This design comes from an exercise in tuning for small area, a short achievable clock period and few clock cycles per item on the open sky130 flow, not from production work. Only simulation tests tie the RTL to the original design; equivalence was not proved.

run 1:
// simple_generic_matrix_mult
module simple_generic_matrix_mult #(
    parameter integer M = 3,
    parameter integer N = 3,
    parameter integer P = 3,
    parameter integer DATA_WIDTH = 8
)(
    input  wire clk,
    input  wire rst,
    input  wire start,
    input  wire signed [DATA_WIDTH-1:0] a_in,
    input  wire [$clog2(M*N)-1:0] a_addr,
    input  wire a_wen,
    input  wire signed [DATA_WIDTH-1:0] b_in,
    input  wire [$clog2(N*P)-1:0] b_addr,
    input  wire b_wen,
    output reg [2*DATA_WIDTH-1:0] c_out,
    output reg c_valid,
    output reg done
);
Settings: LEC_CHECK=0, ABC_CLOCK_PERIOD_IN_PS=3000, CAP_MARGIN=20, CORE_MARGIN=2, CORE_UTILIZATION=70, CTS_BUF_LIST=sky130_fd_sc_hd__clkbuf_8, CTS_CLUSTER_DIAMETER=60, CTS_CLUSTER_SIZE=14, SLEW_MARGIN=20, SYNTH_HIERARCHICAL=1, SYNTH_MINIMUM_KEEP_SIZE=0; clock period 10.0 ns.
standard.sh (not shown) runs the stock make flow with config.mk's settings and CLKGATE_MAP_FILE= SYNTH_SCRIPT=/design/flow/synth_recipe.tcl, a recipe that flattens the netlist after the stock synthesis.
==> flow/flow/run.sh <==
#!/bin/bash
set -euo pipefail
bash standard.sh SETUP_SLACK_MARGIN=7.1 "BUFFER_PORTS_ARGS=-buffer_cell sky130_fd_sc_hd__buf_2" finish > standard_flow.log 2>&1
Run 1 finished all stages; the layout is clean.
Testbench counts of run 1, summed over its fixed seeds: cycles 30,400, items 14,400.
Here is what was changed in the inputs of run 2 compared with run 1.
==> flow/flow/run.sh <==
#!/bin/bash
set -euo pipefail
bash standard.sh SETUP_SLACK_MARGIN=7 "BUFFER_PORTS_ARGS=-buffer_cell sky130_fd_sc_hd__buf_2" finish > standard_flow.log 2>&1
diff --git a/flow/config.mk b/flow/config.mk
--- a/flow/config.mk
+++ b/flow/config.mk
@@ -10,7 +10,7 @@
 export CORE_MARGIN = 2
 export CORE_UTILIZATION = 70
-export CTS_BUF_LIST = sky130_fd_sc_hd__clkbuf_8
-export CTS_CLUSTER_DIAMETER = 60
-export CTS_CLUSTER_SIZE = 14
+export CTS_BUF_LIST = sky130_fd_sc_hd__clkbuf_16
+export CTS_CLUSTER_DIAMETER = 80
+export CTS_CLUSTER_SIZE = 24
 export SLEW_MARGIN = 20
 export SYNTH_HIERARCHICAL = 1
### Flow results
Run 2: flow completed, timing, DRC and antenna clean
dfrtp_1 as the standard cell with the maximum stage delay on the critical path was reported by run 1, and nor3_2 by run 2.
Post-layout net count is higher on run 1
primary input to flip-flop as the critical path class was reported by run 2, and flip-flop to output port by run 1.
For number of antenna violations at the first check in global routing, run 2 and run 1 come out practically identical.
Diff run 1 and run 2: number of buffer and inverter instances along the worst setup path lower in run 1
Re global-route usage: run 1 was higher than run 2.
Routed wire length: run 2 vs run 1 down 1.4%
Run 2 vs run 1, finished layout cell area went down by 0.55%.
Here is what was changed in the inputs of run 3 compared with run 2.
diff --git a/flow/config.mk b/flow/config.mk
--- a/flow/config.mk
+++ b/flow/config.mk
@@ -9,8 +9,8 @@
 export CAP_MARGIN = 20
 export CORE_MARGIN = 2
-export CORE_UTILIZATION = 70
-export CTS_BUF_LIST = sky130_fd_sc_hd__clkbuf_16
-export CTS_CLUSTER_DIAMETER = 80
-export CTS_CLUSTER_SIZE = 24
+export CORE_UTILIZATION = 80
+export CTS_BUF_LIST = sky130_fd_sc_hd__clkbuf_8
+export CTS_CLUSTER_DIAMETER = 60
+export CTS_CLUSTER_SIZE = 14
 export SLEW_MARGIN = 20
 export SYNTH_HIERARCHICAL = 1
--- outcome ---
- Run 3 finished end to end and its layout was clean on timing, DRC and antenna.
- Setup slack on run 3 is down relative to run 2.
- Going from run 2 to run 3, the critical path buffer and inverter count was found to have gone down by 2.
--- input diff run 3..run 4 ---
==> flow/flow/run.sh <==
#!/bin/bash
set -euo pipefail
bash standard.sh SETUP_SLACK_MARGIN=6.8 "BUFFER_PORTS_ARGS=-buffer_cell sky130_fd_sc_hd__buf_2" finish > standard_flow.log 2>&1
diff --git a/flow/config.mk b/flow/config.mk
--- a/flow/config.mk
+++ b/flow/config.mk
@@ -9,5 +9,5 @@
 export CAP_MARGIN = 20
 export CORE_MARGIN = 2
-export CORE_UTILIZATION = 80
+export CORE_UTILIZATION = 70
 export CTS_BUF_LIST = sky130_fd_sc_hd__clkbuf_8
 export CTS_CLUSTER_DIAMETER = 60
### Flow results
Going from run 3 to run 4, final cell area excluding filler cells shrank by about 1.7%; layout clock buffer count increased by 2 relative to the old numbers; clock skew was more or less identical. Run 3 → run 4: multi-input gate area in the final layout shows a reduction of 2.7%, cell count picked up an extra about 3%, post-cts resize count went down 14. Run 3 → run 4: fraction of area in clock buffers and inverters rose 0.32 points, global-route wire length before repair fell 6.4%.
Setup changes, run 4 to run 5
==> flow/flow/run.sh <==
#!/bin/bash
set -euo pipefail
bash standard.sh SETUP_SLACK_MARGIN=6.9 "BUFFER_PORTS_ARGS=-buffer_cell sky130_fd_sc_hd__buf_2" finish > standard_flow.log 2>&1
## What came out
On total track usage: run 5 sits above run 4. Relative to run 4, post-route minimum period has decreased by 0.068 ns in run 5. Hold slack: run 5 better than run 4. Run 4 → run 5: fill cell instance count of the final layout flat; via total after detailed routing moved up; design area rose about 0.8%; maximum operating frequency saw an increase; total wire length went up by 1.6%. Against run 4, register-to-register path setup slack in run 5 came out better.
## Diff of input files: run 6 against run 5
==> flow/flow/run.sh <==
#!/bin/bash
set -euo pipefail
bash standard.sh SETUP_SLACK_MARGIN=7 "BUFFER_PORTS_ARGS=-buffer_cell sky130_fd_sc_hd__buf_2" finish > standard_flow.log 2>&1
## What came out
Run 6: flow completed, timing, DRC and antenna clean
Number of clock buffers in the layout was higher in run 6 than in run 5.
Cell area after placement of run 6 is on par with run 5.
Run 6 against run 5: multi-input gate share of total cell area closely matched the old numbers, setup slack increased by 0.060 ns relative to the old numbers.

* * *

north:
Another version of the RTL of simple_generic_matrix_mult (not shown whole).
Size in the first run: about 210 flip-flops, about 12000 sq um of cells after synthesis.
==> flow/config.mk <==
export PLATFORM = sky130hd
export DESIGN_NAME = simple_generic_matrix_mult
export DESIGN_NICKNAME = simple_generic_matrix_mult
export VERILOG_FILES = /design/flow/design.v
export SDC_FILE = /design/flow/constraint.sdc
export NUM_CORES = 4
export LEC_CHECK = 0
export ABC_CLOCK_PERIOD_IN_PS = 3000
export CAP_MARGIN = 20
export CORE_MARGIN = 2
export CORE_UTILIZATION = 60
export CTS_BUF_LIST = sky130_fd_sc_hd__clkbuf_8
export CTS_CLUSTER_DIAMETER = 60
export CTS_CLUSTER_SIZE = 14
export SLEW_MARGIN = 20
export SYNTH_HIERARCHICAL = 1
export SYNTH_MINIMUM_KEEP_SIZE = 0
==> flow/constraint.sdc <==
create_clock -name core_clock -period 10.0 [get_ports {clk}]
set_input_delay 2.0000 -clock core_clock [delete_from_list [all_inputs] [get_ports {clk}]]
set_output_delay 2.0000 -clock core_clock [all_outputs]
set_load 0.01 [all_outputs]
==> flow/flow/run.sh <==
#!/bin/bash
set -euo pipefail
bash standard.sh SETUP_SLACK_MARGIN=7 finish > standard_flow.log 2>&1
Testbench counts of north, summed over its fixed seeds: cycles 30,400, items 14,400.
Input-level comparison between south and north:
- changing CORE_UTILIZATION from 60 to 70
Results
- Between south and north, it is south whose global-route track usage on met1 is higher, by 5.9 points.
- The clock network contribution to total cell area reported for south is smaller than that of north by 0.45 points.
- Area of the mapped netlist came out exactly the same in north and south.
- Setup slack (lower): north
- south against north: total of clock buffers placed in the layout moved down; maximum number of pins on one net before global-route repair moved down.
- Compared with north, south shows a utilization that is 11 points higher.
- [south] all-layer global routing usage rose 4.5 points relative to north
- Against north, cell area after layout in south fell slightly.

* * *

== branch onyx ==
simple_generic_matrix_mult again, from the RTL that the note above started with.
clock: 10.0 ns
lec_check: 0
abc_clock_period_in_ps: 1500
cap_margin: 20
core_margin: 2
core_utilization: 40
cts_buf_list: sky130_fd_sc_hd__clkbuf_8
cts_cluster_diameter: 60
cts_cluster_size: 14
slew_margin: 20
synth_hierarchical: 1
synth_minimum_keep_size: 0
Scripts as last shown in full above: flow/flow/run.sh
Testbench counts of branch onyx, summed over its fixed seeds: cycles 30,400, items 14,400.
Setup changes, branch onyx to branch nickel
diff --git a/flow/config.mk b/flow/config.mk
--- a/flow/config.mk
+++ b/flow/config.mk
@@ -6,5 +6,5 @@
 export NUM_CORES = 4
 export LEC_CHECK = 0
-export ABC_CLOCK_PERIOD_IN_PS = 1500
+export ABC_CLOCK_PERIOD_IN_PS = 3000
 export CAP_MARGIN = 20
 export CORE_MARGIN = 2
Taking branch onyx as the reference, in branch nickel top fanout value on the critical path closely matched the old numbers, cell area after layout shows no meaningful change, final hold violation count closely matched the old numbers, pin count of the biggest net entering global routing level. Die extent in y: branch onyx vs branch nickel identical. Reported for branch onyx and branch nickel, fraction of the mapped netlist area in adder cells turned out identical to the last digit.

* * *

simple_generic_matrix_mult, a different RTL version from the one above (not shown whole).
Size: roughly 210 flip-flops, roughly 47 I/O pins.
export LEC_CHECK = 0
export ABC_CLOCK_PERIOD_IN_PS = 3000
export CAP_MARGIN = 20
export CORE_MARGIN = 2
export CORE_UTILIZATION = 40
export CTS_BUF_LIST = sky130_fd_sc_hd__clkbuf_8
export SLEW_MARGIN = 20
export SYNTH_HIERARCHICAL = 1
export SYNTH_MINIMUM_KEEP_SIZE = 0
create_clock -name core_clock -period 10.0 [get_ports {clk}]
==> flow/flow/run.sh <==
#!/bin/bash
set -euo pipefail
bash standard.sh SETUP_SLACK_MARGIN=6.7 finish > standard_flow.log 2>&1
Testbench counts at the start, summed over its fixed seeds: cycles 30,400, items 14,400.
Edit:
==> flow/flow/run.sh (replaced) <==
#!/bin/bash
set -euo pipefail
bash standard.sh SETUP_SLACK_MARGIN=7 finish > standard_flow.log 2>&1
Synthesized cell count does not change.
Worst setup slack gains 0.24 ns.
Core utilization went up by 3.5 points.
Flip-flop and latch count stays the same.
Hold slack is about the same.
Cell count went up by 5.6%.
Clock-buffer cell count went down by 1.
Sequential share of layout area went down by 2.8 points.
Maximum frequency went up by 7.8%.
Edit:
--- a/flow/config.mk
+++ b/flow/config.mk
@@ -11,4 +11,6 @@
 export CORE_UTILIZATION = 40
 export CTS_BUF_LIST = sky130_fd_sc_hd__clkbuf_8
+export CTS_CLUSTER_DIAMETER = 60
+export CTS_CLUSTER_SIZE = 14
 export SLEW_MARGIN = 20
 export SYNTH_HIERARCHICAL = 1
Worst hold slack improves by 0.0064 ns; clock-buffer cell count shrinks by 19; area after synthesis is unchanged; clock skew fell by 0.015 ns; setup slack hardly moves; cell area drops by 3.9%; register-to-register slack gets better by 0.02 ns.

## re-timing with driven ports
In the flow no input, the clock included, has a driving cell. The finished layouts below were timed again as built, in two steps. Step 1, drivers: a clkbuf_16 drives clk and a buf_2 each remaining input, both assumed. Step 2 moves the port delays by t, midway between the first and last clock arrival at a register: inputs arrive t later, outputs are due t later. That takes back most of the time a late clock gives input paths. a / b / c = no drivers / after step 1 / after step 2; a / b = the first two.
run	t, ns	setup slack, ns	worst setup path at the end
run 1	0.565	6.957 / 6.914 / 6.575	input to register
run 2	0.533	6.990 / 6.969 / 6.482	input to register
run 3	0.591	6.839 / 6.839 / 6.479	input to register
run 4	0.565	6.834 / 6.856 / 6.292	input to register
run 5	0.563	6.902 / 6.923 / 6.360	input to register
run 6	0.589	6.962 / 6.919 / 6.440	input to register
north	0.570	6.900 / 6.900 / 6.459	input to register
south	0.571	6.910 / 6.910 / 6.461	input to register
branch onyx	0.597	6.831 / 6.831 / 6.486	input to register
branch nickel	0.597	6.831 / 6.831 / 6.486	input to register
the first run of note 4	0.579	6.702 / 6.723 / 6.144	input to register
the second run of note 4	0.595	6.940 / 6.893 / 6.484	input to register
the third run of note 4	0.593	6.943 / 6.896 / 6.488	input to register
After both steps setup and hold are still met in every run listed. For the first run of note 4, which loses most, drivers alone change the setup slack by +0.021 ns; drivers and shift together by -0.558 ns.
